Source: an optimization exercise on an open RTL-to-GDS flow (aim: small area). Production flows keep margins and buffers that such runs may drop.
No functional check of the RTL was part of any run shown here.
Power is estimated from default activity; no workload was simulated.

==> flow/design.v <==
module c6288_top (clk,
    in256, in239, in222, in205, in188, in171, in154, in137, in120, in103, in86, in69, in52, in35, in18, in1, in528, in511, in494, in477, in460, in443, in426, in409, in392, in375, in358, in341, in324, in307, in290, in273,
    out6287, out6288, out6280, out6270, out6260, out6250, out6240, out6230, out6220, out6210, out6200, out6190, out6180, out6170, out6160, out6150, out6123, out5971, out5672, out5308, out4946, out4591, out4241, out3895, out3552, out3211, out2877, out2548, out2223, out1901, out1581, out545);
  input clk;
  input in256, in239, in222, in205, in188, in171, in154, in137, in120, in103, in86, in69, in52, in35, in18, in1, in528, in511, in494, in477, in460, in443, in426, in409, in392, in375, in358, in341, in324, in307, in290, in273;
  output reg out6287, out6288, out6280, out6270, out6260, out6250, out6240, out6230, out6220, out6210, out6200, out6190, out6180, out6170, out6160, out6150, out6123, out5971, out5672, out5308, out4946, out4591, out4241, out3895, out3552, out3211, out2877, out2548, out2223, out1901, out1581, out545;
  wire c_out6287;
  wire c_out6288;
  wire c_out6280;
  wire c_out6270;
  wire c_out6260;
  wire c_out6250;
  wire c_out6240;
  wire c_out6230;
  wire c_out6220;
  wire c_out6210;
  wire c_out6200;
  wire c_out6190;
  wire c_out6180;
  wire c_out6170;
  wire c_out6160;
  wire c_out6150;
  wire c_out6123;
  wire c_out5971;
  wire c_out5672;
  wire c_out5308;
  wire c_out4946;
  wire c_out4591;
  wire c_out4241;
  wire c_out3895;
  wire c_out3552;
  wire c_out3211;
  wire c_out2877;
  wire c_out2548;
  wire c_out2223;
  wire c_out1901;
  wire c_out1581;
  wire c_out545;
  Circuit6288h core (
    .in256(in256),
    .in239(in239),
    .in222(in222),
    .in205(in205),
    .in188(in188),
    .in171(in171),
    .in154(in154),
    .in137(in137),
    .in120(in120),
    .in103(in103),
    .in86(in86),
    .in69(in69),
    .in52(in52),
    .in35(in35),
    .in18(in18),
    .in1(in1),
    .in528(in528),
    .in511(in511),
    .in494(in494),
    .in477(in477),
    .in460(in460),
    .in443(in443),
    .in426(in426),
    .in409(in409),
    .in392(in392),
    .in375(in375),
    .in358(in358),
    .in341(in341),
    .in324(in324),
    .in307(in307),
    .in290(in290),
    .in273(in273),
    .out6287(c_out6287),
    .out6288(c_out6288),
    .out6280(c_out6280),
    .out6270(c_out6270),
    .out6260(c_out6260),
    .out6250(c_out6250),
    .out6240(c_out6240),
    .out6230(c_out6230),
    .out6220(c_out6220),
    .out6210(c_out6210),
    .out6200(c_out6200),
    .out6190(c_out6190),
    .out6180(c_out6180),
    .out6170(c_out6170),
    .out6160(c_out6160),
    .out6150(c_out6150),
    .out6123(c_out6123),
    .out5971(c_out5971),
    .out5672(c_out5672),
    .out5308(c_out5308),
    .out4946(c_out4946),
    .out4591(c_out4591),
    .out4241(c_out4241),
    .out3895(c_out3895),
    .out3552(c_out3552),
    .out3211(c_out3211),
    .out2877(c_out2877),
    .out2548(c_out2548),
    .out2223(c_out2223),
    .out1901(c_out1901),
    .out1581(c_out1581),
    .out545(c_out545)
  );
  always @(posedge clk) begin
    out6287 <= c_out6287;
    out6288 <= c_out6288;
    out6280 <= c_out6280;
    out6270 <= c_out6270;
    out6260 <= c_out6260;
    out6250 <= c_out6250;
    out6240 <= c_out6240;
    out6230 <= c_out6230;
    out6220 <= c_out6220;
    out6210 <= c_out6210;
    out6200 <= c_out6200;
    out6190 <= c_out6190;
    out6180 <= c_out6180;
    out6170 <= c_out6170;
    out6160 <= c_out6160;
    out6150 <= c_out6150;
    out6123 <= c_out6123;
    out5971 <= c_out5971;
    out5672 <= c_out5672;
    out5308 <= c_out5308;
    out4946 <= c_out4946;
    out4591 <= c_out4591;
    out4241 <= c_out4241;
    out3895 <= c_out3895;
    out3552 <= c_out3552;
    out3211 <= c_out3211;
    out2877 <= c_out2877;
    out2548 <= c_out2548;
    out2223 <= c_out2223;
    out1901 <= c_out1901;
    out1581 <= c_out1581;
    out545 <= c_out545;
  end
endmodule

module Circuit6288h (in256, in239, in222, in205, in188, in171, in154, in137, 
                 in120, in103, in86, in69, in52, in35, in18, in1,
                 in528, in511, in494, in477, in460, in443, in426, in409,
                 in392, in375, in358, in341, in324, in307, in290, in273,
                 out6287, out6288, out6280, out6270,
                 out6260, out6250, out6240, out6230, 
                 out6220, out6210, out6200, out6190, 
                 out6180, out6170, out6160, out6150, 
                 out6123, out5971, out5672, out5308, 
                 out4946, out4591, out4241, out3895,
                 out3552, out3211, out2877, out2548,
                 out2223, out1901, out1581, out545);
  input          in256, in239, in222, in205, in188, in171, in154, in137, 
                 in120, in103, in86, in69, in52, in35, in18, in1,
                 in528, in511, in494, in477, in460, in443, in426, in409,
                 in392, in375, in358, in341, in324, in307, in290, in273;
  output         out6287, out6288, out6280, out6270,
                 out6260, out6250, out6240, out6230, 
                 out6220, out6210, out6200, out6190, 
                 out6180, out6170, out6160, out6150, 
                 out6123, out5971, out5672, out5308, 
                 out4946, out4591, out4241, out3895,
                 out3552, out3211, out2877, out2548,
                 out2223, out1901, out1581, out545;
  wire [15:0]   A, B;
  wire [31:0]   P;
  assign
      A[15:0] = {in256, in239, in222, in205, in188, in171, in154, in137, 
                 in120, in103, in86, in69, in52, in35, in18, in1},
      B[15:0] = {in528, in511, in494, in477, in460, in443, in426, in409,
                 in392, in375, in358, in341, in324, in307, in290, in273},
      {out6287, out6288, out6280, out6270,
       out6260, out6250, out6240, out6230, 
       out6220, out6210, out6200, out6190, 
       out6180, out6170, out6160, out6150, 
       out6123, out5971, out5672, out5308, 
       out4946, out4591, out4241, out3895,
       out3552, out3211, out2877, out2548,
       out2223, out1901, out1581, out545} = P[31:0];
  TopLevel6288b Ckt6288b (A, B, P);
endmodule  
module TopLevel6288b (A, B, P);
  input  [15:0] A, B;
  output [31:0] P;
  wire np_0_0 = ~(A[0] & B[0]);
  wire np_0_1 = ~(A[1] & B[0]);
  wire np_0_2 = ~(A[2] & B[0]);
  wire np_0_3 = ~(A[3] & B[0]);
  wire np_0_4 = ~(A[4] & B[0]);
  wire np_0_5 = ~(A[5] & B[0]);
  wire np_0_6 = ~(A[6] & B[0]);
  wire np_0_7 = ~(A[7] & B[0]);
  wire np_0_8 = ~(A[8] & B[0]);
  wire np_0_9 = ~(A[9] & B[0]);
  wire np_0_10 = ~(A[10] & B[0]);
  wire np_0_11 = ~(A[11] & B[0]);
  wire np_0_12 = ~(A[12] & B[0]);
  wire np_0_13 = ~(A[13] & B[0]);
  wire np_0_14 = ~(A[14] & B[0]);
  wire np_0_15 = ~(A[15] & B[0]);
  wire np_1_0 = ~(A[0] & B[1]);
  wire np_1_1 = ~(A[1] & B[1]);
  wire np_1_2 = ~(A[2] & B[1]);
  wire np_1_3 = ~(A[3] & B[1]);
  wire np_1_4 = ~(A[4] & B[1]);
  wire np_1_5 = ~(A[5] & B[1]);
  wire np_1_6 = ~(A[6] & B[1]);
  wire np_1_7 = ~(A[7] & B[1]);
  wire np_1_8 = ~(A[8] & B[1]);
  wire np_1_9 = ~(A[9] & B[1]);
  wire np_1_10 = ~(A[10] & B[1]);
  wire np_1_11 = ~(A[11] & B[1]);
  wire np_1_12 = ~(A[12] & B[1]);
  wire np_1_13 = ~(A[13] & B[1]);
  wire np_1_14 = ~(A[14] & B[1]);
  wire np_1_15 = ~(A[15] & B[1]);
  wire np_2_0 = ~(A[0] & B[2]);
  wire np_2_1 = ~(A[1] & B[2]);
  wire np_2_2 = ~(A[2] & B[2]);
  wire np_2_3 = ~(A[3] & B[2]);
  wire np_2_4 = ~(A[4] & B[2]);
  wire np_2_5 = ~(A[5] & B[2]);
  wire np_2_6 = ~(A[6] & B[2]);
  wire np_2_7 = ~(A[7] & B[2]);
  wire np_2_8 = ~(A[8] & B[2]);
  wire np_2_9 = ~(A[9] & B[2]);
  wire np_2_10 = ~(A[10] & B[2]);
  wire np_2_11 = ~(A[11] & B[2]);
  wire np_2_12 = ~(A[12] & B[2]);
  wire np_2_13 = ~(A[13] & B[2]);
  wire np_2_14 = ~(A[14] & B[2]);
  wire np_2_15 = ~(A[15] & B[2]);
  wire np_3_0 = ~(A[0] & B[3]);
  wire np_3_1 = ~(A[1] & B[3]);
  wire np_3_2 = ~(A[2] & B[3]);
  wire np_3_3 = ~(A[3] & B[3]);
  wire np_3_4 = ~(A[4] & B[3]);
  wire np_3_5 = ~(A[5] & B[3]);
  wire np_3_6 = ~(A[6] & B[3]);
  wire np_3_7 = ~(A[7] & B[3]);
  wire np_3_8 = ~(A[8] & B[3]);
  wire np_3_9 = ~(A[9] & B[3]);
  wire np_3_10 = ~(A[10] & B[3]);
  wire np_3_11 = ~(A[11] & B[3]);
  wire np_3_12 = ~(A[12] & B[3]);
  wire np_3_13 = ~(A[13] & B[3]);
  wire np_3_14 = ~(A[14] & B[3]);
  wire np_3_15 = ~(A[15] & B[3]);
  wire np_4_0 = ~(A[0] & B[4]);
  wire np_4_1 = ~(A[1] & B[4]);
  wire np_4_2 = ~(A[2] & B[4]);
  wire np_4_3 = ~(A[3] & B[4]);
  wire np_4_4 = ~(A[4] & B[4]);
  wire np_4_5 = ~(A[5] & B[4]);
  wire np_4_6 = ~(A[6] & B[4]);
  wire np_4_7 = ~(A[7] & B[4]);
  wire np_4_8 = ~(A[8] & B[4]);
  wire np_4_9 = ~(A[9] & B[4]);
  wire np_4_10 = ~(A[10] & B[4]);
  wire np_4_11 = ~(A[11] & B[4]);
  wire np_4_12 = ~(A[12] & B[4]);
  wire np_4_13 = ~(A[13] & B[4]);
  wire np_4_14 = ~(A[14] & B[4]);
  wire np_4_15 = ~(A[15] & B[4]);
  wire np_5_0 = ~(A[0] & B[5]);
  wire np_5_1 = ~(A[1] & B[5]);
  wire np_5_2 = ~(A[2] & B[5]);
  wire np_5_3 = ~(A[3] & B[5]);
  wire np_5_4 = ~(A[4] & B[5]);
  wire np_5_5 = ~(A[5] & B[5]);
  wire np_5_6 = ~(A[6] & B[5]);
  wire np_5_7 = ~(A[7] & B[5]);
  wire np_5_8 = ~(A[8] & B[5]);
  wire np_5_9 = ~(A[9] & B[5]);
  wire np_5_10 = ~(A[10] & B[5]);
  wire np_5_11 = ~(A[11] & B[5]);
  wire np_5_12 = ~(A[12] & B[5]);
  wire np_5_13 = ~(A[13] & B[5]);
  wire np_5_14 = ~(A[14] & B[5]);
  wire np_5_15 = ~(A[15] & B[5]);
  wire np_6_0 = ~(A[0] & B[6]);
  wire np_6_1 = ~(A[1] & B[6]);
  wire np_6_2 = ~(A[2] & B[6]);
  wire np_6_3 = ~(A[3] & B[6]);
  wire np_6_4 = ~(A[4] & B[6]);
  wire np_6_5 = ~(A[5] & B[6]);
  wire np_6_6 = ~(A[6] & B[6]);
  wire np_6_7 = ~(A[7] & B[6]);
  wire np_6_8 = ~(A[8] & B[6]);
  wire np_6_9 = ~(A[9] & B[6]);
  wire np_6_10 = ~(A[10] & B[6]);
  wire np_6_11 = ~(A[11] & B[6]);
  wire np_6_12 = ~(A[12] & B[6]);
  wire np_6_13 = ~(A[13] & B[6]);
  wire np_6_14 = ~(A[14] & B[6]);
  wire np_6_15 = ~(A[15] & B[6]);
  wire np_7_0 = ~(A[0] & B[7]);
  wire np_7_1 = ~(A[1] & B[7]);
  wire np_7_2 = ~(A[2] & B[7]);
  wire np_7_3 = ~(A[3] & B[7]);
  wire np_7_4 = ~(A[4] & B[7]);
  wire np_7_5 = ~(A[5] & B[7]);
  wire np_7_6 = ~(A[6] & B[7]);
  wire np_7_7 = ~(A[7] & B[7]);
  wire np_7_8 = ~(A[8] & B[7]);
  wire np_7_9 = ~(A[9] & B[7]);
  wire np_7_10 = ~(A[10] & B[7]);
  wire np_7_11 = ~(A[11] & B[7]);
  wire np_7_12 = ~(A[12] & B[7]);
  wire np_7_13 = ~(A[13] & B[7]);
  wire np_7_14 = ~(A[14] & B[7]);
  wire np_7_15 = ~(A[15] & B[7]);
  wire np_8_0 = ~(A[0] & B[8]);
  wire np_8_1 = ~(A[1] & B[8]);
  wire np_8_2 = ~(A[2] & B[8]);
  wire np_8_3 = ~(A[3] & B[8]);
  wire np_8_4 = ~(A[4] & B[8]);
  wire np_8_5 = ~(A[5] & B[8]);
  wire np_8_6 = ~(A[6] & B[8]);
  wire np_8_7 = ~(A[7] & B[8]);
  wire np_8_8 = ~(A[8] & B[8]);
  wire np_8_9 = ~(A[9] & B[8]);
  wire np_8_10 = ~(A[10] & B[8]);
  wire np_8_11 = ~(A[11] & B[8]);
  wire np_8_12 = ~(A[12] & B[8]);
  wire np_8_13 = ~(A[13] & B[8]);
  wire np_8_14 = ~(A[14] & B[8]);
  wire np_8_15 = ~(A[15] & B[8]);
  wire np_9_0 = ~(A[0] & B[9]);
  wire np_9_1 = ~(A[1] & B[9]);
  wire np_9_2 = ~(A[2] & B[9]);
  wire np_9_3 = ~(A[3] & B[9]);
  wire np_9_4 = ~(A[4] & B[9]);
  wire np_9_5 = ~(A[5] & B[9]);
  wire np_9_6 = ~(A[6] & B[9]);
  wire np_9_7 = ~(A[7] & B[9]);
  wire np_9_8 = ~(A[8] & B[9]);
  wire np_9_9 = ~(A[9] & B[9]);
  wire np_9_10 = ~(A[10] & B[9]);
  wire np_9_11 = ~(A[11] & B[9]);
  wire np_9_12 = ~(A[12] & B[9]);
  wire np_9_13 = ~(A[13] & B[9]);
  wire np_9_14 = ~(A[14] & B[9]);
  wire np_9_15 = ~(A[15] & B[9]);
  wire np_10_0 = ~(A[0] & B[10]);
  wire np_10_1 = ~(A[1] & B[10]);
  wire np_10_2 = ~(A[2] & B[10]);
  wire np_10_3 = ~(A[3] & B[10]);
  wire np_10_4 = ~(A[4] & B[10]);
  wire np_10_5 = ~(A[5] & B[10]);
  wire np_10_6 = ~(A[6] & B[10]);
  wire np_10_7 = ~(A[7] & B[10]);
  wire np_10_8 = ~(A[8] & B[10]);
  wire np_10_9 = ~(A[9] & B[10]);
  wire np_10_10 = ~(A[10] & B[10]);
  wire np_10_11 = ~(A[11] & B[10]);
  wire np_10_12 = ~(A[12] & B[10]);
  wire np_10_13 = ~(A[13] & B[10]);
  wire np_10_14 = ~(A[14] & B[10]);
  wire np_10_15 = ~(A[15] & B[10]);
  wire np_11_0 = ~(A[0] & B[11]);
  wire np_11_1 = ~(A[1] & B[11]);
  wire np_11_2 = ~(A[2] & B[11]);
  wire np_11_3 = ~(A[3] & B[11]);
  wire np_11_4 = ~(A[4] & B[11]);
  wire np_11_5 = ~(A[5] & B[11]);
  wire np_11_6 = ~(A[6] & B[11]);
  wire np_11_7 = ~(A[7] & B[11]);
  wire np_11_8 = ~(A[8] & B[11]);
  wire np_11_9 = ~(A[9] & B[11]);
  wire np_11_10 = ~(A[10] & B[11]);
  wire np_11_11 = ~(A[11] & B[11]);
  wire np_11_12 = ~(A[12] & B[11]);
  wire np_11_13 = ~(A[13] & B[11]);
  wire np_11_14 = ~(A[14] & B[11]);
  wire np_11_15 = ~(A[15] & B[11]);
  wire np_12_0 = ~(A[0] & B[12]);
  wire np_12_1 = ~(A[1] & B[12]);
  wire np_12_2 = ~(A[2] & B[12]);
  wire np_12_3 = ~(A[3] & B[12]);
  wire np_12_4 = ~(A[4] & B[12]);
  wire np_12_5 = ~(A[5] & B[12]);
  wire np_12_6 = ~(A[6] & B[12]);
  wire np_12_7 = ~(A[7] & B[12]);
  wire np_12_8 = ~(A[8] & B[12]);
  wire np_12_9 = ~(A[9] & B[12]);
  wire np_12_10 = ~(A[10] & B[12]);
  wire np_12_11 = ~(A[11] & B[12]);
  wire np_12_12 = ~(A[12] & B[12]);
  wire np_12_13 = ~(A[13] & B[12]);
  wire np_12_14 = ~(A[14] & B[12]);
  wire np_12_15 = ~(A[15] & B[12]);
  wire np_13_0 = ~(A[0] & B[13]);
  wire np_13_1 = ~(A[1] & B[13]);
  wire np_13_2 = ~(A[2] & B[13]);
  wire np_13_3 = ~(A[3] & B[13]);
  wire np_13_4 = ~(A[4] & B[13]);
  wire np_13_5 = ~(A[5] & B[13]);
  wire np_13_6 = ~(A[6] & B[13]);
  wire np_13_7 = ~(A[7] & B[13]);
  wire np_13_8 = ~(A[8] & B[13]);
  wire np_13_9 = ~(A[9] & B[13]);
  wire np_13_10 = ~(A[10] & B[13]);
  wire np_13_11 = ~(A[11] & B[13]);
  wire np_13_12 = ~(A[12] & B[13]);
  wire np_13_13 = ~(A[13] & B[13]);
  wire np_13_14 = ~(A[14] & B[13]);
  wire np_13_15 = ~(A[15] & B[13]);
  wire np_14_0 = ~(A[0] & B[14]);
  wire np_14_1 = ~(A[1] & B[14]);
  wire np_14_2 = ~(A[2] & B[14]);
  wire np_14_3 = ~(A[3] & B[14]);
  wire np_14_4 = ~(A[4] & B[14]);
  wire np_14_5 = ~(A[5] & B[14]);
  wire np_14_6 = ~(A[6] & B[14]);
  wire np_14_7 = ~(A[7] & B[14]);
  wire np_14_8 = ~(A[8] & B[14]);
  wire np_14_9 = ~(A[9] & B[14]);
  wire np_14_10 = ~(A[10] & B[14]);
  wire np_14_11 = ~(A[11] & B[14]);
  wire np_14_12 = ~(A[12] & B[14]);
  wire np_14_13 = ~(A[13] & B[14]);
  wire np_14_14 = ~(A[14] & B[14]);
  wire np_14_15 = ~(A[15] & B[14]);
  wire np_15_0 = ~(A[0] & B[15]);
  wire np_15_1 = ~(A[1] & B[15]);
  wire np_15_2 = ~(A[2] & B[15]);
  wire np_15_3 = ~(A[3] & B[15]);
  wire np_15_4 = ~(A[4] & B[15]);
  wire np_15_5 = ~(A[5] & B[15]);
  wire np_15_6 = ~(A[6] & B[15]);
  wire np_15_7 = ~(A[7] & B[15]);
  wire np_15_8 = ~(A[8] & B[15]);
  wire np_15_9 = ~(A[9] & B[15]);
  wire np_15_10 = ~(A[10] & B[15]);
  wire np_15_11 = ~(A[11] & B[15]);
  wire np_15_12 = ~(A[12] & B[15]);
  wire np_15_13 = ~(A[13] & B[15]);
  wire np_15_14 = ~(A[14] & B[15]);
  wire np_15_15 = ~(A[15] & B[15]);
  wire hs1 = ~(np_0_13 ^ np_10_3);
  wire hc2 = np_0_13 | np_10_3;
  wire ts3, tc4;
  fa f3 (.a(np_0_14), .b(np_10_4), .c(np_11_3), .s(ts3), .co(tc4));
  wire hs5 = ~(np_12_2 ^ np_13_1);
  wire hc6 = np_12_2 | np_13_1;
  wire ts7, tc8;
  fa f7 (.a(np_0_15), .b(np_10_5), .c(np_11_4), .s(ts7), .co(tc8));
  wire ts9, tc10;
  fa f9 (.a(np_12_3), .b(np_13_2), .c(np_14_1), .s(ts9), .co(tc10));
  wire hs11 = ~(np_15_0 ^ np_1_14);
  wire hc12 = np_15_0 | np_1_14;
  wire ts13, tc14;
  fa f13 (.a(np_10_6), .b(np_11_5), .c(np_12_4), .s(ts13), .co(tc14));
  wire ts15, tc16;
  fa f15 (.a(np_13_3), .b(np_14_2), .c(np_15_1), .s(ts15), .co(tc16));
  wire hs17 = ~(np_1_15 ^ np_2_14);
  wire hc18 = np_1_15 | np_2_14;
  wire ts19, tc20;
  fa f19 (.a(np_10_7), .b(np_11_6), .c(np_12_5), .s(ts19), .co(tc20));
  wire ts21, tc22;
  fa f21 (.a(np_13_4), .b(np_14_3), .c(np_15_2), .s(ts21), .co(tc22));
  wire ts23, tc24;
  fa f23 (.a(np_10_8), .b(np_11_7), .c(np_12_6), .s(ts23), .co(tc24));
  wire hs25 = ~(np_0_9 ^ np_1_8);
  wire hc26 = np_0_9 | np_1_8;
  wire ts27, tc28;
  fa f27 (.a(np_0_10), .b(np_10_0), .c(np_1_9), .s(ts27), .co(tc28));
  wire hs29 = ~(np_2_8 ^ np_3_7);
  wire hc30 = np_2_8 | np_3_7;
  wire ts31, tc32;
  fa f31 (.a(np_0_11), .b(np_10_1), .c(np_11_0), .s(ts31), .co(tc32));
  wire ts33, tc34;
  fa f33 (.a(np_1_10), .b(np_2_9), .c(np_3_8), .s(ts33), .co(tc34));
  wire hs35 = ~(np_4_7 ^ np_5_6);
  wire hc36 = np_4_7 | np_5_6;
  wire ts37, tc38;
  fa f37 (.a(np_0_12), .b(np_10_2), .c(np_11_1), .s(ts37), .co(tc38));
  wire ts39, tc40;
  fa f39 (.a(np_12_0), .b(np_1_11), .c(np_2_10), .s(ts39), .co(tc40));
  wire ts41, tc42;
  fa f41 (.a(np_3_9), .b(np_4_8), .c(np_5_7), .s(ts41), .co(tc42));
  wire hs43 = ~(np_6_6 ^ np_7_5);
  wire hc44 = np_6_6 | np_7_5;
  wire ts45, tc46;
  fa f45 (.a(np_11_2), .b(np_12_1), .c(np_13_0), .s(ts45), .co(tc46));
  wire ts47, tc48;
  fa f47 (.a(np_1_12), .b(np_2_11), .c(np_3_10), .s(ts47), .co(tc48));
  wire ts49, tc50;
  fa f49 (.a(np_4_9), .b(np_5_8), .c(np_6_7), .s(ts49), .co(tc50));
  wire ts51, tc52;
  fa f51 (.a(np_7_6), .b(np_8_5), .c(np_9_4), .s(ts51), .co(tc52));
  wire ts53, tc54;
  fa f53 (.a(np_14_0), .b(np_1_13), .c(np_2_12), .s(ts53), .co(tc54));
  wire ts55, tc56;
  fa f55 (.a(np_3_11), .b(np_4_10), .c(np_5_9), .s(ts55), .co(tc56));
  wire ts57, tc58;
  fa f57 (.a(np_6_8), .b(np_7_7), .c(np_8_6), .s(ts57), .co(tc58));
  wire ts59, tc60;
  fa f59 (.a(np_9_5), .b(hs5), .c(hc2), .s(ts59), .co(tc60));
  wire ts61, tc62;
  fa f61 (.a(np_2_13), .b(np_3_12), .c(np_4_11), .s(ts61), .co(tc62));
  wire ts63, tc64;
  fa f63 (.a(np_5_10), .b(np_6_9), .c(np_7_8), .s(ts63), .co(tc64));
  wire ts65, tc66;
  fa f65 (.a(np_8_7), .b(np_9_6), .c(hs11), .s(ts65), .co(tc66));
  wire ts67, tc68;
  fa f67 (.a(hc6), .b(tc4), .c(ts7), .s(ts67), .co(tc68));
  wire ts69, tc70;
  fa f69 (.a(np_3_13), .b(np_4_12), .c(np_5_11), .s(ts69), .co(tc70));
  wire ts71, tc72;
  fa f71 (.a(np_6_10), .b(np_7_9), .c(np_8_8), .s(ts71), .co(tc72));
  wire ts73, tc74;
  fa f73 (.a(np_9_7), .b(hs17), .c(hc12), .s(ts73), .co(tc74));
  wire ts75, tc76;
  fa f75 (.a(tc10), .b(tc8), .c(ts13), .s(ts75), .co(tc76));
  wire ts77, tc78;
  fa f77 (.a(np_2_15), .b(np_3_14), .c(np_4_13), .s(ts77), .co(tc78));
  wire ts79, tc80;
  fa f79 (.a(np_5_12), .b(np_6_11), .c(np_7_10), .s(ts79), .co(tc80));
  wire ts81, tc82;
  fa f81 (.a(np_8_9), .b(np_9_8), .c(hc18), .s(ts81), .co(tc82));
  wire ts83, tc84;
  fa f83 (.a(tc14), .b(tc16), .c(ts19), .s(ts83), .co(tc84));
  wire ts85, tc86;
  fa f85 (.a(np_13_5), .b(np_14_4), .c(np_15_3), .s(ts85), .co(tc86));
  wire ts87, tc88;
  fa f87 (.a(np_3_15), .b(np_4_14), .c(np_5_13), .s(ts87), .co(tc88));
  wire ts89, tc90;
  fa f89 (.a(np_6_12), .b(np_7_11), .c(np_8_10), .s(ts89), .co(tc90));
  wire ts91, tc92;
  fa f91 (.a(np_9_9), .b(tc20), .c(tc22), .s(ts91), .co(tc92));
  wire ts93, tc94;
  fa f93 (.a(np_10_9), .b(np_11_8), .c(np_12_7), .s(ts93), .co(tc94));
  wire ts95, tc96;
  fa f95 (.a(np_13_6), .b(np_14_5), .c(np_15_4), .s(ts95), .co(tc96));
  wire ts97, tc98;
  fa f97 (.a(np_4_15), .b(np_5_14), .c(np_6_13), .s(ts97), .co(tc98));
  wire ts99, tc100;
  fa f99 (.a(np_7_12), .b(np_8_11), .c(np_9_10), .s(ts99), .co(tc100));
  wire ts101, tc102;
  fa f101 (.a(np_10_10), .b(np_11_9), .c(np_12_8), .s(ts101), .co(tc102));
  wire ts103, tc104;
  fa f103 (.a(np_13_7), .b(np_14_6), .c(np_15_5), .s(ts103), .co(tc104));
  wire ts105, tc106;
  fa f105 (.a(np_5_15), .b(np_6_14), .c(np_7_13), .s(ts105), .co(tc106));
  wire ts107, tc108;
  fa f107 (.a(np_10_11), .b(np_11_10), .c(np_12_9), .s(ts107), .co(tc108));
  wire ts109, tc110;
  fa f109 (.a(np_13_8), .b(np_14_7), .c(np_15_6), .s(ts109), .co(tc110));
  wire ts111, tc112;
  fa f111 (.a(np_10_12), .b(np_11_11), .c(np_12_10), .s(ts111), .co(tc112));
  wire hs113 = ~(np_0_6 ^ np_1_5);
  wire hc114 = np_0_6 | np_1_5;
  wire ts115, tc116;
  fa f115 (.a(np_0_7), .b(np_1_6), .c(np_2_5), .s(ts115), .co(tc116));
  wire hs117 = ~(np_3_4 ^ np_4_3);
  wire hc118 = np_3_4 | np_4_3;
  wire ts119, tc120;
  fa f119 (.a(np_0_8), .b(np_1_7), .c(np_2_6), .s(ts119), .co(tc120));
  wire ts121, tc122;
  fa f121 (.a(np_3_5), .b(np_4_4), .c(np_5_3), .s(ts121), .co(tc122));
  wire hs123 = ~(np_6_2 ^ np_7_1);
  wire hc124 = np_6_2 | np_7_1;
  wire ts125, tc126;
  fa f125 (.a(np_2_7), .b(np_3_6), .c(np_4_5), .s(ts125), .co(tc126));
  wire ts127, tc128;
  fa f127 (.a(np_5_4), .b(np_6_3), .c(np_7_2), .s(ts127), .co(tc128));
  wire ts129, tc130;
  fa f129 (.a(np_8_1), .b(np_9_0), .c(hs25), .s(ts129), .co(tc130));
  wire ts131, tc132;
  fa f131 (.a(np_4_6), .b(np_5_5), .c(np_6_4), .s(ts131), .co(tc132));
  wire ts133, tc134;
  fa f133 (.a(np_7_3), .b(np_8_2), .c(np_9_1), .s(ts133), .co(tc134));
  wire ts135, tc136;
  fa f135 (.a(hs29), .b(hc26), .c(ts27), .s(ts135), .co(tc136));
  wire ts137, tc138;
  fa f137 (.a(np_6_5), .b(np_7_4), .c(np_8_3), .s(ts137), .co(tc138));
  wire ts139, tc140;
  fa f139 (.a(np_9_2), .b(hs35), .c(hc30), .s(ts139), .co(tc140));
  wire ts141, tc142;
  fa f141 (.a(tc28), .b(ts31), .c(ts33), .s(ts141), .co(tc142));
  wire ts143, tc144;
  fa f143 (.a(np_8_4), .b(np_9_3), .c(hs43), .s(ts143), .co(tc144));
  wire ts145, tc146;
  fa f145 (.a(hc36), .b(tc32), .c(tc34), .s(ts145), .co(tc146));
  wire ts147, tc148;
  fa f147 (.a(ts37), .b(ts39), .c(ts41), .s(ts147), .co(tc148));
  wire ts149, tc150;
  fa f149 (.a(hs1), .b(hc44), .c(tc38), .s(ts149), .co(tc150));
  wire ts151, tc152;
  fa f151 (.a(tc40), .b(tc42), .c(ts45), .s(ts151), .co(tc152));
  wire ts153, tc154;
  fa f153 (.a(ts47), .b(ts49), .c(ts51), .s(ts153), .co(tc154));
  wire ts155, tc156;
  fa f155 (.a(tc46), .b(tc48), .c(tc50), .s(ts155), .co(tc156));
  wire ts157, tc158;
  fa f157 (.a(tc52), .b(ts3), .c(ts53), .s(ts157), .co(tc158));
  wire ts159, tc160;
  fa f159 (.a(ts55), .b(ts57), .c(ts59), .s(ts159), .co(tc160));
  wire ts161, tc162;
  fa f161 (.a(tc54), .b(tc56), .c(tc58), .s(ts161), .co(tc162));
  wire ts163, tc164;
  fa f163 (.a(ts61), .b(ts63), .c(ts9), .s(ts163), .co(tc164));
  wire ts165, tc166;
  fa f165 (.a(tc60), .b(ts65), .c(ts67), .s(ts165), .co(tc166));
  wire ts167, tc168;
  fa f167 (.a(tc62), .b(tc64), .c(ts15), .s(ts167), .co(tc168));
  wire ts169, tc170;
  fa f169 (.a(ts69), .b(ts71), .c(tc66), .s(ts169), .co(tc170));
  wire ts171, tc172;
  fa f171 (.a(ts73), .b(tc68), .c(ts75), .s(ts171), .co(tc172));
  wire ts173, tc174;
  fa f173 (.a(tc70), .b(tc72), .c(ts21), .s(ts173), .co(tc174));
  wire ts175, tc176;
  fa f175 (.a(ts77), .b(ts79), .c(tc74), .s(ts175), .co(tc176));
  wire ts177, tc178;
  fa f177 (.a(ts81), .b(tc76), .c(ts83), .s(ts177), .co(tc178));
  wire ts179, tc180;
  fa f179 (.a(tc78), .b(tc80), .c(ts23), .s(ts179), .co(tc180));
  wire ts181, tc182;
  fa f181 (.a(ts85), .b(ts87), .c(ts89), .s(ts181), .co(tc182));
  wire ts183, tc184;
  fa f183 (.a(tc82), .b(tc84), .c(ts91), .s(ts183), .co(tc184));
  wire ts185, tc186;
  fa f185 (.a(tc24), .b(tc86), .c(tc88), .s(ts185), .co(tc186));
  wire ts187, tc188;
  fa f187 (.a(tc90), .b(ts93), .c(ts95), .s(ts187), .co(tc188));
  wire ts189, tc190;
  fa f189 (.a(ts97), .b(ts99), .c(tc92), .s(ts189), .co(tc190));
  wire ts191, tc192;
  fa f191 (.a(np_8_12), .b(np_9_11), .c(tc100), .s(ts191), .co(tc192));
  wire ts193, tc194;
  fa f193 (.a(tc94), .b(tc96), .c(tc98), .s(ts193), .co(tc194));
  wire ts195, tc196;
  fa f195 (.a(ts101), .b(ts103), .c(ts105), .s(ts195), .co(tc196));
  wire ts197, tc198;
  fa f197 (.a(np_6_15), .b(np_7_14), .c(np_8_13), .s(ts197), .co(tc198));
  wire ts199, tc200;
  fa f199 (.a(np_9_12), .b(tc102), .c(tc104), .s(ts199), .co(tc200));
  wire ts201, tc202;
  fa f201 (.a(tc106), .b(ts107), .c(ts109), .s(ts201), .co(tc202));
  wire ts203, tc204;
  fa f203 (.a(np_13_9), .b(np_14_8), .c(np_15_7), .s(ts203), .co(tc204));
  wire ts205, tc206;
  fa f205 (.a(np_7_15), .b(np_8_14), .c(np_9_13), .s(ts205), .co(tc206));
  wire ts207, tc208;
  fa f207 (.a(tc108), .b(tc110), .c(ts111), .s(ts207), .co(tc208));
  wire ts209, tc210;
  fa f209 (.a(np_10_13), .b(np_11_12), .c(np_12_11), .s(ts209), .co(tc210));
  wire ts211, tc212;
  fa f211 (.a(np_13_10), .b(np_14_9), .c(np_15_8), .s(ts211), .co(tc212));
  wire ts213, tc214;
  fa f213 (.a(np_8_15), .b(np_9_14), .c(tc112), .s(ts213), .co(tc214));
  wire ts215, tc216;
  fa f215 (.a(np_10_14), .b(np_11_13), .c(np_12_12), .s(ts215), .co(tc216));
  wire ts217, tc218;
  fa f217 (.a(np_13_11), .b(np_14_10), .c(np_15_9), .s(ts217), .co(tc218));
  wire ts219, tc220;
  fa f219 (.a(np_10_15), .b(np_11_14), .c(np_12_13), .s(ts219), .co(tc220));
  wire hs221 = ~(np_0_4 ^ np_1_3);
  wire hc222 = np_0_4 | np_1_3;
  wire ts223, tc224;
  fa f223 (.a(np_0_5), .b(np_1_4), .c(np_2_3), .s(ts223), .co(tc224));
  wire hs225 = ~(np_3_2 ^ np_4_1);
  wire hc226 = np_3_2 | np_4_1;
  wire ts227, tc228;
  fa f227 (.a(np_2_4), .b(np_3_3), .c(np_4_2), .s(ts227), .co(tc228));
  wire ts229, tc230;
  fa f229 (.a(np_5_1), .b(np_6_0), .c(hs113), .s(ts229), .co(tc230));
  wire ts231, tc232;
  fa f231 (.a(np_5_2), .b(np_6_1), .c(np_7_0), .s(ts231), .co(tc232));
  wire ts233, tc234;
  fa f233 (.a(hs117), .b(hc114), .c(ts115), .s(ts233), .co(tc234));
  wire ts235, tc236;
  fa f235 (.a(np_8_0), .b(hs123), .c(hc118), .s(ts235), .co(tc236));
  wire ts237, tc238;
  fa f237 (.a(tc116), .b(ts119), .c(ts121), .s(ts237), .co(tc238));
  wire ts239, tc240;
  fa f239 (.a(hc124), .b(tc120), .c(tc122), .s(ts239), .co(tc240));
  wire ts241, tc242;
  fa f241 (.a(ts125), .b(ts127), .c(ts129), .s(ts241), .co(tc242));
  wire ts243, tc244;
  fa f243 (.a(tc126), .b(tc128), .c(ts131), .s(ts243), .co(tc244));
  wire ts245, tc246;
  fa f245 (.a(ts133), .b(tc130), .c(ts135), .s(ts245), .co(tc246));
  wire ts247, tc248;
  fa f247 (.a(tc132), .b(tc134), .c(ts137), .s(ts247), .co(tc248));
  wire ts249, tc250;
  fa f249 (.a(ts139), .b(tc136), .c(ts141), .s(ts249), .co(tc250));
  wire ts251, tc252;
  fa f251 (.a(tc138), .b(tc140), .c(ts143), .s(ts251), .co(tc252));
  wire ts253, tc254;
  fa f253 (.a(ts145), .b(tc142), .c(ts147), .s(ts253), .co(tc254));
  wire ts255, tc256;
  fa f255 (.a(tc144), .b(tc146), .c(ts149), .s(ts255), .co(tc256));
  wire ts257, tc258;
  fa f257 (.a(tc148), .b(ts151), .c(ts153), .s(ts257), .co(tc258));
  wire ts259, tc260;
  fa f259 (.a(tc150), .b(tc152), .c(tc154), .s(ts259), .co(tc260));
  wire ts261, tc262;
  fa f261 (.a(ts155), .b(ts157), .c(ts159), .s(ts261), .co(tc262));
  wire ts263, tc264;
  fa f263 (.a(tc156), .b(tc158), .c(ts161), .s(ts263), .co(tc264));
  wire ts265, tc266;
  fa f265 (.a(tc160), .b(ts163), .c(ts165), .s(ts265), .co(tc266));
  wire ts267, tc268;
  fa f267 (.a(tc162), .b(tc164), .c(ts167), .s(ts267), .co(tc268));
  wire ts269, tc270;
  fa f269 (.a(ts169), .b(tc166), .c(ts171), .s(ts269), .co(tc270));
  wire ts271, tc272;
  fa f271 (.a(tc168), .b(tc170), .c(ts173), .s(ts271), .co(tc272));
  wire ts273, tc274;
  fa f273 (.a(ts175), .b(tc172), .c(ts177), .s(ts273), .co(tc274));
  wire ts275, tc276;
  fa f275 (.a(tc174), .b(tc176), .c(ts179), .s(ts275), .co(tc276));
  wire ts277, tc278;
  fa f277 (.a(ts181), .b(tc178), .c(ts183), .s(ts277), .co(tc278));
  wire ts279, tc280;
  fa f279 (.a(tc180), .b(tc182), .c(ts185), .s(ts279), .co(tc280));
  wire ts281, tc282;
  fa f281 (.a(ts187), .b(ts189), .c(tc184), .s(ts281), .co(tc282));
  wire ts283, tc284;
  fa f283 (.a(tc186), .b(ts191), .c(tc188), .s(ts283), .co(tc284));
  wire ts285, tc286;
  fa f285 (.a(ts193), .b(ts195), .c(tc190), .s(ts285), .co(tc286));
  wire ts287, tc288;
  fa f287 (.a(ts197), .b(tc192), .c(tc194), .s(ts287), .co(tc288));
  wire ts289, tc290;
  fa f289 (.a(ts199), .b(tc196), .c(ts201), .s(ts289), .co(tc290));
  wire ts291, tc292;
  fa f291 (.a(tc198), .b(ts203), .c(ts205), .s(ts291), .co(tc292));
  wire ts293, tc294;
  fa f293 (.a(tc200), .b(tc202), .c(ts207), .s(ts293), .co(tc294));
  wire ts295, tc296;
  fa f295 (.a(tc204), .b(tc206), .c(ts209), .s(ts295), .co(tc296));
  wire ts297, tc298;
  fa f297 (.a(ts211), .b(ts213), .c(tc208), .s(ts297), .co(tc298));
  wire ts299, tc300;
  fa f299 (.a(np_9_15), .b(tc210), .c(tc212), .s(ts299), .co(tc300));
  wire ts301, tc302;
  fa f301 (.a(ts215), .b(ts217), .c(tc214), .s(ts301), .co(tc302));
  wire ts303, tc304;
  fa f303 (.a(np_13_12), .b(np_14_11), .c(np_15_10), .s(ts303), .co(tc304));
  wire ts305, tc306;
  fa f305 (.a(tc216), .b(tc218), .c(ts219), .s(ts305), .co(tc306));
  wire ts307, tc308;
  fa f307 (.a(np_11_15), .b(np_12_14), .c(np_13_13), .s(ts307), .co(tc308));
  wire ts309, tc310;
  fa f309 (.a(np_14_12), .b(np_15_11), .c(tc220), .s(ts309), .co(tc310));
  wire ts311, tc312;
  fa f311 (.a(np_12_15), .b(np_13_14), .c(np_14_13), .s(ts311), .co(tc312));
  wire hs313 = ~(np_0_3 ^ np_1_2);
  wire hc314 = np_0_3 | np_1_2;
  wire ts315, tc316;
  fa f315 (.a(np_2_2), .b(np_3_1), .c(np_4_0), .s(ts315), .co(tc316));
  wire ts317, tc318;
  fa f317 (.a(np_5_0), .b(hs225), .c(hc222), .s(ts317), .co(tc318));
  wire ts319, tc320;
  fa f319 (.a(hc226), .b(tc224), .c(ts227), .s(ts319), .co(tc320));
  wire ts321, tc322;
  fa f321 (.a(tc228), .b(ts231), .c(tc230), .s(ts321), .co(tc322));
  wire ts323, tc324;
  fa f323 (.a(tc232), .b(ts235), .c(tc234), .s(ts323), .co(tc324));
  wire ts325, tc326;
  fa f325 (.a(tc236), .b(ts239), .c(tc238), .s(ts325), .co(tc326));
  wire ts327, tc328;
  fa f327 (.a(tc240), .b(ts243), .c(tc242), .s(ts327), .co(tc328));
  wire ts329, tc330;
  fa f329 (.a(tc244), .b(ts247), .c(tc246), .s(ts329), .co(tc330));
  wire ts331, tc332;
  fa f331 (.a(tc248), .b(ts251), .c(tc250), .s(ts331), .co(tc332));
  wire ts333, tc334;
  fa f333 (.a(tc252), .b(ts255), .c(tc254), .s(ts333), .co(tc334));
  wire ts335, tc336;
  fa f335 (.a(tc256), .b(ts259), .c(tc258), .s(ts335), .co(tc336));
  wire ts337, tc338;
  fa f337 (.a(tc260), .b(ts263), .c(tc262), .s(ts337), .co(tc338));
  wire ts339, tc340;
  fa f339 (.a(tc264), .b(ts267), .c(tc266), .s(ts339), .co(tc340));
  wire ts341, tc342;
  fa f341 (.a(tc268), .b(ts271), .c(tc270), .s(ts341), .co(tc342));
  wire ts343, tc344;
  fa f343 (.a(tc272), .b(ts275), .c(tc274), .s(ts343), .co(tc344));
  wire ts345, tc346;
  fa f345 (.a(tc276), .b(ts279), .c(tc278), .s(ts345), .co(tc346));
  wire ts347, tc348;
  fa f347 (.a(tc280), .b(ts283), .c(ts285), .s(ts347), .co(tc348));
  wire ts349, tc350;
  fa f349 (.a(tc284), .b(ts287), .c(tc286), .s(ts349), .co(tc350));
  wire ts351, tc352;
  fa f351 (.a(ts291), .b(tc288), .c(tc290), .s(ts351), .co(tc352));
  wire ts353, tc354;
  fa f353 (.a(tc292), .b(ts295), .c(tc294), .s(ts353), .co(tc354));
  wire ts355, tc356;
  fa f355 (.a(tc296), .b(ts299), .c(ts301), .s(ts355), .co(tc356));
  wire ts357, tc358;
  fa f357 (.a(ts303), .b(tc300), .c(ts305), .s(ts357), .co(tc358));
  wire ts359, tc360;
  fa f359 (.a(tc304), .b(ts307), .c(ts309), .s(ts359), .co(tc360));
  wire ts361, tc362;
  fa f361 (.a(np_15_12), .b(tc308), .c(ts311), .s(ts361), .co(tc362));
  wire ts363, tc364;
  fa f363 (.a(np_13_15), .b(np_14_14), .c(np_15_13), .s(ts363), .co(tc364));
  wire hs365 = ~(np_0_2 ^ np_1_1);
  wire hc366 = np_0_2 | np_1_1;
  wire ts367, tc368;
  fa f367 (.a(np_2_1), .b(np_3_0), .c(hs313), .s(ts367), .co(tc368));
  wire ts369, tc370;
  fa f369 (.a(hs221), .b(hc314), .c(ts315), .s(ts369), .co(tc370));
  wire ts371, tc372;
  fa f371 (.a(tc316), .b(ts223), .c(ts317), .s(ts371), .co(tc372));
  wire ts373, tc374;
  fa f373 (.a(tc318), .b(ts229), .c(ts319), .s(ts373), .co(tc374));
  wire ts375, tc376;
  fa f375 (.a(tc320), .b(ts233), .c(ts321), .s(ts375), .co(tc376));
  wire ts377, tc378;
  fa f377 (.a(tc322), .b(ts237), .c(ts323), .s(ts377), .co(tc378));
  wire ts379, tc380;
  fa f379 (.a(ts241), .b(tc324), .c(ts325), .s(ts379), .co(tc380));
  wire ts381, tc382;
  fa f381 (.a(tc326), .b(ts245), .c(ts327), .s(ts381), .co(tc382));
  wire ts383, tc384;
  fa f383 (.a(tc328), .b(ts249), .c(ts329), .s(ts383), .co(tc384));
  wire ts385, tc386;
  fa f385 (.a(ts253), .b(tc330), .c(ts331), .s(ts385), .co(tc386));
  wire ts387, tc388;
  fa f387 (.a(ts257), .b(tc332), .c(ts333), .s(ts387), .co(tc388));
  wire ts389, tc390;
  fa f389 (.a(ts261), .b(tc334), .c(ts335), .s(ts389), .co(tc390));
  wire ts391, tc392;
  fa f391 (.a(tc336), .b(ts265), .c(ts337), .s(ts391), .co(tc392));
  wire ts393, tc394;
  fa f393 (.a(tc338), .b(ts269), .c(ts339), .s(ts393), .co(tc394));
  wire ts395, tc396;
  fa f395 (.a(ts273), .b(tc340), .c(ts341), .s(ts395), .co(tc396));
  wire ts397, tc398;
  fa f397 (.a(ts277), .b(tc342), .c(ts343), .s(ts397), .co(tc398));
  wire ts399, tc400;
  fa f399 (.a(ts281), .b(tc344), .c(ts345), .s(ts399), .co(tc400));
  wire ts401, tc402;
  fa f401 (.a(tc282), .b(ts347), .c(tc346), .s(ts401), .co(tc402));
  wire ts403, tc404;
  fa f403 (.a(ts289), .b(ts349), .c(tc348), .s(ts403), .co(tc404));
  wire ts405, tc406;
  fa f405 (.a(ts293), .b(tc350), .c(ts351), .s(ts405), .co(tc406));
  wire ts407, tc408;
  fa f407 (.a(ts297), .b(tc352), .c(ts353), .s(ts407), .co(tc408));
  wire ts409, tc410;
  fa f409 (.a(tc298), .b(ts355), .c(tc354), .s(ts409), .co(tc410));
  wire ts411, tc412;
  fa f411 (.a(tc302), .b(ts357), .c(tc356), .s(ts411), .co(tc412));
  wire ts413, tc414;
  fa f413 (.a(tc306), .b(ts359), .c(tc358), .s(ts413), .co(tc414));
  wire ts415, tc416;
  fa f415 (.a(tc310), .b(ts361), .c(tc360), .s(ts415), .co(tc416));
  wire ts417, tc418;
  fa f417 (.a(tc312), .b(ts363), .c(tc362), .s(ts417), .co(tc418));
  wire ts419, tc420;
  fa f419 (.a(np_14_15), .b(np_15_14), .c(tc364), .s(ts419), .co(tc420));
  assign P[0] = ~np_0_0;
  assign P[1] = np_0_1 ^ np_1_0;
  wire rc1 = np_0_1 | np_1_0;
  wire rs2, rc2;
  fa r2 (.a(np_2_0), .b(hs365), .c(rc1), .s(rs2), .co(rc2));
  assign P[2] = ~rs2;
  wire rs3, rc3;
  fa r3 (.a(hc366), .b(rc2), .c(ts367), .s(rs3), .co(rc3));
  assign P[3] = ~rs3;
  wire rs4, rc4;
  fa r4 (.a(tc368), .b(ts369), .c(rc3), .s(rs4), .co(rc4));
  assign P[4] = ~rs4;
  wire rs5, rc5;
  fa r5 (.a(tc370), .b(ts371), .c(rc4), .s(rs5), .co(rc5));
  assign P[5] = ~rs5;
  wire rs6, rc6;
  fa r6 (.a(tc372), .b(ts373), .c(rc5), .s(rs6), .co(rc6));
  assign P[6] = ~rs6;
  wire rs7, rc7;
  fa r7 (.a(tc374), .b(ts375), .c(rc6), .s(rs7), .co(rc7));
  assign P[7] = ~rs7;
  wire rs8, rc8;
  fa r8 (.a(tc376), .b(ts377), .c(rc7), .s(rs8), .co(rc8));
  assign P[8] = ~rs8;
  wire rs9, rc9;
  fa r9 (.a(tc378), .b(ts379), .c(rc8), .s(rs9), .co(rc9));
  assign P[9] = ~rs9;
  wire rs10, rc10;
  fa r10 (.a(tc380), .b(ts381), .c(rc9), .s(rs10), .co(rc10));
  assign P[10] = ~rs10;
  wire rs11, rc11;
  fa r11 (.a(tc382), .b(ts383), .c(rc10), .s(rs11), .co(rc11));
  assign P[11] = ~rs11;
  wire rs12, rc12;
  fa r12 (.a(tc384), .b(ts385), .c(rc11), .s(rs12), .co(rc12));
  assign P[12] = ~rs12;
  wire rs13, rc13;
  fa r13 (.a(tc386), .b(ts387), .c(rc12), .s(rs13), .co(rc13));
  assign P[13] = ~rs13;
  wire rs14, rc14;
  fa r14 (.a(tc388), .b(ts389), .c(rc13), .s(rs14), .co(rc14));
  assign P[14] = ~rs14;
  wire rs15, rc15;
  fa r15 (.a(tc390), .b(ts391), .c(rc14), .s(rs15), .co(rc15));
  assign P[15] = ~rs15;
  wire rs16, rc16;
  fa r16 (.a(tc392), .b(ts393), .c(rc15), .s(rs16), .co(rc16));
  assign P[16] = ~rs16;
  wire rs17, rc17;
  fa r17 (.a(tc394), .b(ts395), .c(rc16), .s(rs17), .co(rc17));
  assign P[17] = ~rs17;
  wire bs18 = ~(tc396 ^ ts397);
  wire bc18 = tc396 | ts397;
  wire bs19, bc19;
  fa b19 (.a(tc398), .b(ts399), .c(bc18), .s(bs19), .co(bc19));
  assign P[18] = bs18 ^ rc17;
  assign P[19] = ~(bs19 ^ ~(rc17 | bs18));
  wire bu19 = bs18 | bs19;
  wire bco0 = bc19 & (rc17 | bu19);
  wire bs20 = ~(tc400 ^ ts401);
  wire bc20 = tc400 | ts401;
  wire bs21, bc21;
  fa b21 (.a(tc402), .b(ts403), .c(bc20), .s(bs21), .co(bc21));
  assign P[20] = bs20 ^ bco0;
  assign P[21] = ~(bs21 ^ ~(bco0 | bs20));
  wire bu21 = bs20 | bs21;
  wire bco1 = bc21 & (bco0 | bu21);
  wire bs22 = ~(tc404 ^ ts405);
  wire bc22 = tc404 | ts405;
  wire bs23, bc23;
  fa b23 (.a(tc406), .b(ts407), .c(bc22), .s(bs23), .co(bc23));
  wire bs24, bc24;
  fa b24 (.a(tc408), .b(ts409), .c(bc23), .s(bs24), .co(bc24));
  wire bs25, bc25;
  fa b25 (.a(ts411), .b(tc410), .c(bc24), .s(bs25), .co(bc25));
  wire bs26, bc26;
  fa b26 (.a(ts413), .b(tc412), .c(bc25), .s(bs26), .co(bc26));
  wire bs27, bc27;
  fa b27 (.a(ts415), .b(tc414), .c(bc26), .s(bs27), .co(bc27));
  wire bs28, bc28;
  fa b28 (.a(ts417), .b(tc416), .c(bc27), .s(bs28), .co(bc28));
  wire bs29, bc29;
  fa b29 (.a(ts419), .b(tc418), .c(bc28), .s(bs29), .co(bc29));
  wire bs30, bc30;
  fa b30 (.a(np_15_15), .b(tc420), .c(bc29), .s(bs30), .co(bc30));
  assign P[22] = bs22 ^ bco1;
  assign P[23] = ~(bs23 ^ ~(bco1 | bs22));
  wire bu23 = bs22 | bs23;
  assign P[24] = ~(bs24 ^ ~(bco1 | bu23));
  wire bu24 = bu23 | bs24;
  assign P[25] = ~(bs25 ^ ~(bco1 | bu24));
  wire bu25 = bu24 | bs25;
  assign P[26] = ~(bs26 ^ ~(bco1 | bu25));
  wire bu26 = bu25 | bs26;
  assign P[27] = ~(bs27 ^ ~(bco1 | bu26));
  wire bu27 = bu26 | bs27;
  assign P[28] = ~(bs28 ^ ~(bco1 | bu27));
  wire bu28 = bu27 | bs28;
  assign P[29] = ~(bs29 ^ ~(bco1 | bu28));
  wire bu29 = bu28 | bs29;
  assign P[30] = ~(bs30 ^ ~(bco1 | bu29));
  wire bu30 = bu29 | bs30;
  assign P[31] = ~(bc30 ^ ~(bco1 | bu30));
  wire bu31 = bu30 | bc30;
endmodule  
module fa (a, b, c, s, co);
  input  a, b, c;
  output s, co;
  assign s  = a ^ b ^ c;
  assign co = (a & b) | (c & (a ^ b));
endmodule
==> flow/run.sh <==
#!/bin/bash
# synth_recipe.tcl (not shown) runs the flow's synth.tcl, then flattens the netlist and writes it again
# the make line also repeats each setting of config.mk as NAME=value (left out here)
make -C /OpenROAD-flow-scripts/flow DESIGN_CONFIG=/design/flow/config.mk WORK_HOME=/design/flow/orfs CLKGATE_MAP_FILE= SYNTH_SCRIPT=/design/flow/synth_recipe.tcl finish
==> flow/config.mk <==
export PLATFORM = sky130hd
export DESIGN_NAME = c6288_top
export DESIGN_NICKNAME = c6288_top
export VERILOG_FILES = /design/flow/design.v
export SDC_FILE = /design/flow/constraint.sdc
export NUM_CORES = 4
export LEC_CHECK = 0
export CAP_MARGIN = 20
export CORE_MARGIN = 2
export CORE_UTILIZATION = 40
export SLEW_MARGIN = 20
export SYNTH_HIERARCHICAL = 1
export SYNTH_MINIMUM_KEEP_SIZE = 0
==> flow/constraint.sdc <==
create_clock -name core_clock -period 10.0 [get_ports {clk}]
set_input_delay 2.0000 -clock core_clock [delete_from_list [all_inputs] [get_ports {clk}]]
set_output_delay 2.0000 -clock core_clock [all_outputs]
set_load 0.01 [all_outputs]
==> impl_metrics.py, run 1 <==
metrics = {
    "status": {
        "outcome": "no timing/DRC/antenna violations",
    },
    "place": {
        "numPlacedInstances": 955,
        "place_congestion": 0.9085,
        "buffer_ports.inserted": 64,
        "dp.final_hpwl_mm": 15.10,
        "pre_cts_ws_ns": -0.7664,
        "dpl_cell_area_um2": 8139,
    },
    "finish": {
        "finish.net_count": 1014,
        "layout.filler_cells": 1609,
        "post-route-util_pct": 48.64,
        "register_cell_area_after_layout_um2": 640.6,
        "finish.cell_count_without_fillers": 964,
        "post_route_cells_drive_above_1_share_pct": 9.743,
        "most_frequent_standard_cell_in_the_layout_excluding_fill_and_tap_cells": "nand2_1",
        "stdcell_area_um2": 8354,
        "area_growth_pct": 19.85,
        "layout.cells.most_common_list": "nand2_1, fa_1, clkdlybuf4s50_1",
        "antenna-diode-count": 0,
        "multiInputGateArea_um2": 6002,
    },
    "route": {
        "detail_route.wl_per_cell_um": 18.70,
        "antenna_left": 0,
        "top_layer": "met4",
        "wirelength_mm": 18.02,
        "wl_met3_mm": 1.458,
        "routed-via-count": 4948,
        "first_iter_violations": 314,
        "drt-vias-per-instance": 5.133,
        "drt-met1-wl_mm": 6.945,
        "detailroute.wirelength.met2_mm": 9.279,
        "first_pass_iters": 5,
        "drc_errors": 0,
    },
    "grt": {
        "largest_net_degree_at_the_start_of_global_routing": 17,
        "grt_pass1_wl_mm": 29.46,
        "grt_pass1_vias": 5563,
        "antenna_found_initial": 0,
        "overflow": 0,
        "total_routing_usage_gr_pct": 21.22,
    },
    "clock_network": {
        "clk_root_buffer_cell": "clkbuf_16",
        "tritoncts_num_sinks": 32,
        "cts_inserted_buffers": 5,
        "cts_hold_repair.buffers": 0,
        "clock_tree_from_tritoncts": "done",
        "cts_htree_levels": 2,
        "clk_pin_slew_ns": 0.06,
        "maximum_clock_insertion_buffer_count": 2,
    },
    "sta": {
        "worst_slack_ns": 0.2113,
        "max_slew.worst_pin.slew_ns": 0.5563,
        "rsz0062_at_grt": "no",
        "final-setup-viol-count": 0,
        "hold_violations": 0,
        "timing.final.max_slew_violations": 0,
        "max-slew-margin-rel_pct": 62.80,
        "final_min_period_over_clock_period_pct": 97.89,
        "min_cycle_time_layout_ns": 9.789,
        "achievable-frequency_mhz": 102.2,
    },
    "setup_path": {
        "endpoint_kind": "register",
        "critPathBufInv": 3,
        "critical_path.top_delay_family": "adder cells",
        "crit_path_max_incr_delay_ns": 0.46,
        "timing.critical_path.from_type": "primary input",
        "crit_type": "in2reg",
        "critical-path-top-cell-by-count": "fa_2",
        "worstSetupPathDepth": 25,
        "critPathMaxFanout": 8,
        "cp_arrival_ns": 9.97,
        "critical-path-slowest-cell": "fa_1",
        "timing.critical_path.required_ns": 10.18,
    },
    "die": {
        "die_h_um": 136.0,
        "core.rowCount": 48,
        "placeableCoreArea_um2": 17180,
        "die_area_um2": 18500,
        "ios": 65,
        "initial_core_util_pct": 40.58,
        "die_width_um": 136.0,
    },
    "synthesis": {
        "synthesized_area_um2": 6970,
        "number_of_distinct_standard_cells_referenced_by_the_synthesized_netlist": 18,
        "synth_sequential_area_ratio_pct": 9.190,
        "netlist_instances": 656,
        "synth.net_count": 932,
        "syn_area_per_cell_um2": 10.63,
        "ys_seq_elements": 32,
        "synth.yosys.warnings": 7,
    },
    "min_path": {
        "holdCritPathClass": "in2reg",
        "worstHoldPathCells": 2,
        "whs_endpoint": "out545",
        "min_from": "in1",
    },
    "run": {
        "max_capacitance_violation_total": 0,
    },
    "power": {
        "total_leakage_power_nw": 3.128,
        "ir_drop_mv": 0.2871,
        "pwr_density_cell_nw_per_um2": 289.6,
    },
}
==> report_power, final <==
| group | switching [W] | total (W) | internal (W) |
|---|---|---|---|
| Clock | 0.0000643 | 0.000182 | 0.000117 |
| Sequential | 0.0000145 | 0.000250 | 0.000236 |
| Combinational | 0.000988 | 0.00199 | 0.00100 |
| Total | 0.00107 | 0.00242 | 0.00135 |
==> cell usage after synthesis, drive strengths merged <==
cell type / count / area (µm²)
dfxtp: 32 / 640.6
a221oi: 1 / 26.28
and2: 34 / 212.7
and2b: 1 / 7.510
nor2: 2 / 7.510
nand3b: 1 / 7.510
nand4b: 2 / 17.52
nor4: 1 / 6.260
xnor2: 5 / 43.79
inv: 57 / 214.0
xor2: 6 / 52.55
ha: 22 / 275.3
nand2: 226 / 848.3
clkbuf: 39 / 146.4
fa: 221 / 4424
nand3: 2 / 10.01
or3b: 1 / 11.26
nand2b: 3 / 18.77
==> metal layers <==
| metal | up-vias | GRT usage (%) |
|---|---|---|
| met3 | 30 | 4.139 |
| li1 | 2078 | - |
| met5 | - | 0 |
| met1 | 2622 | 28.23 |
| met2 | 218 | 35.68 |
| met4 | 0 | 5.729 |
==> modules after synthesis (local to each module, per instance), excerpt <==
module         cells inside  times used  area, µm²  flip-flops and latches
TopLevel6288b           403           1       1906                       0
c6288_top                32           1      640.6                      32
fa                        1         221      20.02                       0
==> kinds of logic after synthesis <==
logic type	share of synthesized area, %
compound gates	0.3770
flops	9.190
fa+ha+maj	67.42
xor+xnor	1.382
simple gates	16.46
buf+inv	5.170
==> cell type report <==
type	count	area share, %
tap	225	3.370
clock inverter	2	0.4194
inverter	57	2.561
clock buffer	6	1.543
timing repair buffer	114	12.60
sequential	32	7.668
multi-input combinational	528	71.84
==> timing repair <==
item,CTS,global route
setup endpoints to repair,12,8
resized for setup,10,8
pin swaps,1,5
setup buffers,1,0
==> per-stage QoR <==
stage | hold slack, ns | power (W) | setup TNS [ns]
floorplan | 2.122 | 0.001659 | 0
finish | 2.398 | 0.002420 | 0
detailed placement | 2.705 | 0.002246 | -7.150
global route | 2.417 | 0.002747 | 0
global placement | 2.707 | 0.002199 | -5.966
CTS | 2.394 | 0.002490 | 0
==> worst max path at each step <==
| stage | from | slack [ns] | endpoint |
|---|---|---|---|
| 2_1_floorplan | in307 | 0.12 | out6280 |
| 3_3_place_gp | in35 | -0.62 | out6287 |
| 3_5_place_dp | in35 | -0.77 | out6280 |
| 4_1_cts | in35 | 0.04 | out6280 |
| 5_1_grt | in273 | 0.003 | out6280 |
| 6_report | in290 | 0.21 | out6280 |
==> run 2: changes to the inputs <==
--- a/flow/config.mk
+++ b/flow/config.mk
@@ -6,4 +6,5 @@
 export NUM_CORES = 4
 export LEC_CHECK = 0
+export ABC_AREA = 1
 export CAP_MARGIN = 20
 export CORE_MARGIN = 2
==> impl_metrics.py, run 2 <==
metrics = {
    "status": {
        "outcome": "no timing/DRC/antenna violations",
    },
    "route": {
        "drc_errors": 0,
        "routed-via-count": 4972,
        "wirelength_mm": 17.42,
        "detail_route.wl_per_cell_um": 17.11,
        "antenna_left": 0,
        "first_pass_iters": 5,
        "first_iter_violations": 280,
        "drt-vias-per-instance": 4.884,
    },
    "grt": {
        "total_routing_usage_gr_pct": 19.94,
        "grt_pass1_vias": 5727,
        "antenna_found_initial": 0,
        "largest_net_degree_at_the_start_of_global_routing": 16,
        "grt_pass1_wl_mm": 29.64,
        "overflow": 0,
    },
    "clock_network": {
        "cts_hold_repair.buffers": 0,
        "cts_htree_levels": 2,
        "tritoncts_num_sinks": 32,
        "cts_post_setup_buffers_inserted": 0,
        "clk_pin_slew_ns": 0.06,
        "post_cts_resize_count": 0,
        "clock_tree_from_tritoncts": "done",
        "maximum_clock_insertion_buffer_count": 2,
        "cts_inserted_buffers": 5,
        "clk_root_buffer_cell": "clkbuf_16",
    },
    "synthesis": {
        "syn_area_per_cell_um2": 9.783,
        "yosysMostFrequentCell": "nand2_1",
        "ys_seq_elements": 32,
        "synthesized_area_um2": 7191,
        "synth_sequential_area_ratio_pct": 8.909,
        "ys.flop_type": "dfxtp_1",
        "synthTopCellsByArea": "fa_1, nand2_1, dfxtp_1, inv_1, ha_1",
        "share_of_async_settable_or_async_resettable_flops_after_synthesis_pct": 0,
        "post_synth_most_frequent_cells": "nand2_1, fa_1, inv_1",
        "synth.top_cell.area_share_pct": 61.53,
        "post_synth_fa_ha_maj_area_fraction_pct": 65.36,
        "synth.yosys.warnings": 7,
        "synthesized_area_fraction_occupied_by_ao_oa_aoi_and_oai_cells_pct": 0,
        "number_of_distinct_standard_cells_referenced_by_the_synthesized_netlist": 17,
        "synth_edf_count": 0,
        "netlist.top_cell.by_area": "fa_1",
        "netlist_instances": 735,
        "synth.net_count": 1011,
        "synth_top_family_by_area": "adder cells",
        "synth-simple-area-share_pct": 15.57,
        "synth.mux.area_fraction_pct": 0,
        "synth-xor-area-share_pct": 0.9744,
    },
    "sta": {
        "max_slew.worst_pin.slew_ns": 0.5965,
        "hold-worst-slack_ns": 2.108,
        "final-setup-viol-count": 0,
        "timing.final.max_slew_violations": 0,
        "total_negative_setup_slack_ns": 0,
        "max-slew-margin-rel_pct": 60.11,
        "final_min_period_over_clock_period_pct": 96.80,
        "achievable-frequency_mhz": 103.3,
        "min_cycle_time_layout_ns": 9.680,
        "rsz0062_at_grt": "no",
        "hold_violations": 0,
    },
    "finish": {
        "stdcell_area_um2": 8376,
        "layout.filler_cells": 1700,
        "antenna-diode-count": 0,
        "area_growth_pct": 16.48,
        "post_route_cells_drive_above_1_share_pct": 8.238,
        "finish.cell_count_without_fillers": 1018,
        "post-route-util_pct": 47.11,
        "finish.net_count": 1064,
        "layout.cells.most_common_list": "nand2_1, fa_1, inv_1",
        "most_frequent_standard_cell_in_the_layout_excluding_fill_and_tap_cells": "nand2_1",
    },
    "place": {
        "numPlacedInstances": 1010,
        "place_congestion": 0.8718,
        "dpl_cell_area_um2": 8194,
        "dp.final_hpwl_mm": 14.60,
        "buffer_ports.inserted": 64,
    },
    "min_path": {
        "holdCritPathClass": "in2reg",
    },
    "power": {
        "combinationalPowerShare_pct": 82.3,
        "pwr_density_cell_nw_per_um2": 292.4,
        "total_leakage_power_nw": 3.442,
        "power_switching_w": 0.001123,
        "seq_power_share_pct": 10.2,
        "power.clock.fraction_pct": 7.5,
        "ir_drop_mv": 0.3057,
        "power.share.switching_pct": 45.88,
        "cellInternalPower_w": 0.001325,
    },
    "setup_path": {
        "critPathMaxFanout": 12,
        "timing.critical_path.required_ns": 10.23,
        "critical-path-slowest-cell": "fa_1",
        "crit_type": "in2reg",
        "cp_arrival_ns": 9.91,
        "endpoint_kind": "register",
        "timing.critical_path.from_type": "primary input",
        "crit_path_max_incr_delay_ns": 0.53,
        "critical-path-top-cell-by-count": "fa_1",
    },
    "die": {
        "die_h_um": 138.1,
        "ios": 65,
        "die_width_um": 138.1,
        "die_area_um2": 19060,
        "placeableCoreArea_um2": 17780,
        "initial_core_util_pct": 40.44,
        "core.rowCount": 49,
    },
    "run": {
        "max_capacitance_violation_total": 0,
    },
}
[run 2: path summary, 6_finish.rpt]
check / start / endpoint / slack, ns / cells past startpoint
max: in18 / out6220 / 0.32 / 27
min: in273 / out1581 / 2.11 / 4
[run 2: routing by layer]
metal	track usage (%)	vias to the layer above	share of wire [%]	wire (µm)
met3	3.949	41	5.3	932
met4	7.573	0	3.1	544
met1	26.03	2600	40	7024
li1	-	2183	-	-
met5	0	-	0	0
met2	33.19	148	51	8919
[run 2: power by group through the flow]
stage / logic, W / registers [W] / clock network (W)
after floorplan: 0.00145 / 0.000286 / 0
after global placement: 0.00205 / 0.000255 / 0
after detailed placement: 0.00208 / 0.000255 / 0
after CTS: 0.00209 / 0.000252 / 0.000192
after global routing: 0.00237 / 0.000257 / 0.000194
final: 0.00201 / 0.000251 / 0.000184
[run 2: critical path, delay by kind of cell]
family | cells | cell delay [ns]
adders and majority gates | 17 | 6.56
buffers and inverters | 3 | 0.80
and+or+nand+nor | 6 | 0.42
xor gates and xnor gates | 1 | 0.11
[run 2: logic make-up after synthesis]
| group | count (synthesis) |
|---|---|
| simple gates | 288 |
| flops | 32 |
| xor+xnor | 8 |
| buf+inv | 164 |
| fa+ha+maj | 243 |
[run 2: area by class of cell]
type | instances | area, µm² | share of cell area (%)
Multi-Input combinational cell | 539 | 5897 | 70.41
Timing Repair Buffer | 111 | 1016 | 12.13
Sequential cell | 32 | 640.6 | 7.649
Inverter | 99 | 371.6 | 4.437
Tap cell | 229 | 286.5 | 3.421
Clock buffer | 6 | 128.9 | 1.539
Clock inverter | 2 | 35.03 | 0.4183
[run 2: per-stage QoR]
stage	total power, W	worst slack [ns]
2_1_floorplan	0.001735	0.3655
3_3_place_gp	0.002300	-0.2441
3_5_place_dp	0.002333	-0.2807
4_1_cts	0.002535	0.03233
5_1_grt	0.002819	0.02455
6_report	0.002449	0.3197
[run 2: per-module statistics from Yosys (local to each module, per instance), excerpt]
module         flip-flops and latches  area [µm²]
TopLevel6288b                       0        2126
c6288_top                          32       640.6
fa                                  0       20.02

-- static timing again, ports no longer ideal --
How much do the figures lean on ideal ports? The routed layouts below were timed once more, with nothing changed but the port constraints.
Step 1 sets driving cells, clkbuf_16 on the clock port and buf_2 on the other inputs (assumed; they add their load-dependent delay and slew).
Step 2 moves the port delays by t, midway between the first and last clock arrival at a register: inputs arrive t later, outputs are due t later. That takes back most of the time a late clock gives input paths.
Slacks: no drivers / after step 1 / after step 2; pairs: no drivers / after step 1.
| run | t (ns) | setup slack, ns | worst slew at a driven data input, ns |
|---|---|---|---|
| run 1 | 0.332 | 0.211 / 0.227 / -0.105 | 0.09 |
| run 2 | 0.338 | 0.320 / 0.338 / 0.001 | 0.06 |
With both steps, setup timing fails in run 1, where it was met with ideal ports. For run 2, which loses most, drivers alone change the setup slack by +0.018 ns; drivers and shift together by -0.319 ns.
